This design comes from an exercise in tuning for small area and a short achievable clock period on the open sky130 flow, not from production work. Only simulation tests tie the RTL to the original design; equivalence was not proved. The clock input has no modelled driver; a real chip could not lean on it and would need a root buffer or a full tree. Power and IR drop assume default switching activity.

==> flow/design.v <==
module SPI_SLAVE (
    input            MOSI,
    input            SS_n,
    input            clk,
    input            rst_n,
    input      [7:0] rd_data,    
    output reg       MISO,
    output           pre,        
    output reg       act,        
    output reg [9:0] word
);
    localparam IC = 2'd0, WR = 2'd1, RA = 2'd2, RD = 2'd3;
    reg [1:0] mode;
    reg [4:0] k;
    reg       flag;              
    reg [7:0] dout;              
    reg       at14;              
    assign pre = !SS_n && at14;
    always @(posedge clk)
        word <= {word[8:0], MOSI};
    always @(posedge clk or negedge rst_n) begin
        if (!rst_n) begin
            mode <= IC;
            k    <= 5'd3;
            flag <= 1'b0;
            at14 <= 1'b0;
            act  <= 1'b0;
            MISO <= 1'b0;
            dout <= 8'd0;
        end else begin
            act  <= pre;
            at14 <= !SS_n && mode != IC && k == 5'd13;
            MISO <= 1'b0;
            if (act && word[9:8] == 2'b11)
                dout <= rd_data;
            if (SS_n) begin
                mode <= IC;
                k    <= 5'd3;
                if (mode == IC || mode == WR)
                    flag <= 1'b0;
            end else begin
                case (mode)
                    IC: begin
                        if (k == 5'd3) begin
                            k <= 5'd4;
                        end else begin
                            k    <= 5'd5;
                            mode <= MOSI ? (flag ? RD : RA) : WR;
                        end
                    end
                    WR, RA: begin
                        if (k != 5'd15)
                            k <= k + 5'd1;
                        if (mode == WR)
                            flag <= 1'b0;
                        else if (k == 5'd14)
                            flag <= 1'b1;
                    end
                    RD: begin
                        k <= (k == 5'd24) ? 5'd3 : k + 5'd1;
                        if (k == 5'd14)
                            flag <= 1'b0;
                        if (k[4:3] == 2'b10)
                            MISO <= dout[k[2:0]];
                    end
                endcase
            end
        end
    end
endmodule
module RAM (
    input             clk,
    input             rst_n,
    input             pre,       
    input             MOSI,
    input             act,       
    input      [9:0]  din,
    output reg [7:0]  P
);
    localparam NR = 22;
    reg [1:0] c3, c4;
    reg       rho;
    reg [3:0] ra;
    reg [5:0] rb;
    reg [1:0] H, lo;
    reg       z;
    reg       pend;          
    reg       cmr;           
    reg       ncmr;          
    reg       capr;          
    reg       cap0r;         
    reg [7:0] pdata;
    reg [7:0] T;             
    reg       rhoT;          
    wire [1:0] n3 = c3[1] ? 2'd0 : c3 + 2'd1;
    wire [1:0] n4 = c4 + 2'd1;
    always @(posedge clk) begin
        c3  <= n3;
        c4  <= n4;
        rho <= rho ^ (n3 == 2'd0 && n4 == 2'd0);
    end
    wire [5:0] x = din[6:1];
    reg  [4:0] q;
    reg  [1:0] hq;
    always @(*) begin
        if (x[1:0] != 2'd3) begin
            q  = {1'b0, x[5:2]};
            hq = x[1:0];
        end else if (x[3:2] != 2'd3) begin
            q  = {3'b100, x[5:4]};
            hq = x[3:2];
        end else if (x[5:4] != 2'd3) begin
            q  = 5'd20;
            hq = x[5:4];
        end else begin
            q  = 5'd21;
            hq = 2'd0;
        end
    end
    always @(posedge clk) begin
        if (pre && !din[7]) begin
            ra <= 4'b0001 << q[1:0];
            rb <= 6'b000001 << q[4:2];
            H  <= hq;
            lo <= {din[0], MOSI};
        end else if (pre && z) begin
            ra <= 4'b0001;
            rb <= 6'b000001;
            H  <= 2'd0;
            lo <= 2'd0;
        end
    end
    wire is21 = ra[1] && rb[5];
    always @(posedge clk or negedge rst_n) begin
        if (!rst_n)
            z <= 1'b1;
        else if (act)
            z <= 1'b0;
    end
    wire write_op = act && din[9:8] == 2'b01;
    wire pend_n   = write_op || (pend && !cmr);
    wire match_n  = n4 == lo && (is21 || n3 == H);
    always @(posedge clk) begin
        if (write_op)
            pdata <= din[7:0];
        pend  <= pend_n;
        cmr   <= pend_n && match_n;
        ncmr  <= !(pend_n && match_n);
        capr  <= match_n;
        cap0r <= n3 == 2'd0 && n4 == 2'd0;
    end
    wire [8*NR-1:0] tap;
    wire [8*NR-1:0] tap1;
    wire [7:0] wd = pdata ^ {8{rho}};
    genvar r;
    generate
        for (r = 0; r < NR; r = r + 1) begin : g_ring
            localparam L = (r == NR - 1) ? 4 : 12;
            reg [8*L-1:0] f;
            wire we   = cmr && ra[r % 4] && rb[r / 4];
            wire we_n = ncmr || !ra[r % 4] || !rb[r / 4];
            wire [7:0] last = f[8*L-1:8*L-8];
            if (r == NR - 1) begin : g_plain
                always @(posedge clk)
                    f <= {f[8*L-9:0], we ? pdata : last};
            end else begin : g_inv
                always @(posedge clk)
                    f <= {f[8*L-9:0], ~((last | {8{we}}) & (wd | {8{we_n}}))};
            end
            assign tap[8*r +: 8]  = last;
            assign tap1[8*r +: 8] = f[8*L-9:8*L-16];
        end
    endgenerate
    reg [7:0] tsel;
    integer i;
    always @(*) begin
        tsel = 8'd0;
        for (i = 0; i < NR; i = i + 1)
            tsel = tsel | (tap1[8*i +: 8] & {8{ra[i % 4] && rb[i / 4]}});
    end
    always @(posedge clk) begin
        T    <= tsel;
        rhoT <= (rho ^ (n3 == 2'd0 && n4 == 2'd0)) && !is21;
    end
    wire       rz  = ra[0] && rb[0] && H == 2'd0 && lo == 2'd0;
    wire [7:0] sv  = z ? tap[7:0] : T;
    wire       sp  = z ? rho : rhoT;
    wire       hit = pend && (!z || rz);
    always @(posedge clk) begin
        if (z ? cap0r : capr)
            P <= hit ? pdata : sv ^ {8{sp}};
    end
endmodule
module SPI_Wrapper (
    input   MOSI,
    input   wclk,
    input   wrst_n,
    input   SS_n,
    output  MISO
);
    wire       pre;
    wire       act;
    wire [9:0] word;
    wire [7:0] rd_data;
    SPI_SLAVE SPI (
        .MOSI(MOSI),
        .SS_n(SS_n),
        .clk(wclk),
        .rst_n(wrst_n),
        .rd_data(rd_data),
        .MISO(MISO),
        .pre(pre),
        .act(act),
        .word(word)
    );
    RAM Ram (
        .clk(wclk),
        .rst_n(wrst_n),
        .pre(pre),
        .MOSI(MOSI),
        .act(act),
        .din(word),
        .P(rd_data)
    );
endmodule
Settings: LEC_CHECK=0, CAP_MARGIN=30, CORE_MARGIN=2, CORE_UTILIZATION=55, SETUP_SLACK_MARGIN=3.8, SLEW_MARGIN=30; clock period 6.0 ns.
standard.sh (not shown) runs the stock make flow with config.mk's settings and CLKGATE_MAP_FILE= SYNTH_SCRIPT=/design/flow/synth_recipe.tcl, a recipe that flattens the netlist after the stock synthesis.
==> flow/flow/run.sh <==
#!/bin/bash
# The standard layout, with the clock tree built by flow/cts_tree.tcl.
set -euo pipefail
here=$(pwd)
export PRE_CTS_TCL="$here/flow/cts_tree.tcl"
bash standard.sh > "$here/standard.log" 2>&1
Other scripts of this flow, unchanged in this note and not shown: flow/flow/cts_tree.tcl
==> next run, changes <==
--- a/flow/design.v
+++ b/flow/design.v
@@ -182,14 +182,18 @@
         T    <= tsel;
         rhoT <= (rho ^ (n3 == 2'd0 && n4 == 2'd0)) && !is21;
     end
     wire       rz  = ra[0] && rb[0] && H == 2'd0 && lo == 2'd0;
-    wire [7:0] sv  = z ? tap[7:0] : T;
-    wire       sp  = z ? rho : rhoT;
-    wire       hit = pend && (!z || rz);
-    always @(posedge clk) begin
-        if (z ? cap0r : capr)
-            P <= hit ? pdata : sv ^ {8{sp}};
+    wire [7:0] tv  = T ^ {8{rhoT}};
+    wire [7:0] t0v = tap[7:0] ^ {8{rho}};
+    always @(posedge clk) begin
+        if (z) begin
+            if (cap0r)
+                P <= (pend && rz) ? pdata : t0v;
+        end else begin
+            if (capr)
+                P <= pend ? pdata : tv;
+        end
     end
 endmodule
 module SPI_Wrapper (
     input   MOSI,
Result: The changed run passed the timing, DRC and antenna checks. Critical path depth stays the same. Cell count increases by 0.53%. First-iteration DRC count decreases by 2.7%. Setup slack gets worse by 0.026 ns. Power hardly moves. Maximum frequency decreases by 1.2%. Die area hardly moves. Sequential power barely changes. Via count increases by 1.1%. Register-to-register slack is about the same.
In every run of this note, the design's own scripts or RTL, not TritonCTS, make the clock network.

[what the ideal ports hide]
How much do the figures lean on ideal ports? The routed layouts below were timed once more, with nothing changed but the port constraints. Step 1 sets driving cells, clkbuf_16 on the clock port and buf_2 on the other inputs (assumed; they add their load-dependent delay and slew). Step 2 moves the port delays by t, midway between the first and last clock arrival at a register: inputs arrive t later, outputs are due t later. That takes back most of the time a late clock gives input paths. Three values: ideal ports, drivers, drivers and shift; two values: the first two.
| run | t (ns) | setup slack, ns | hold WS [ns] |
|---|---|---|---|
| the first run | 0.627 | 3.817 / 3.659 / 3.418 | 0.312 / 0.312 / 0.312 |
| the second run | 0.629 | 3.791 / 3.636 / 3.397 | 0.314 / 0.314 / 0.314 |
After both steps every run listed still meets setup and hold. The setup slack of the first run, which loses most, moves by -0.158 ns with the drivers and by -0.399 ns with both steps.
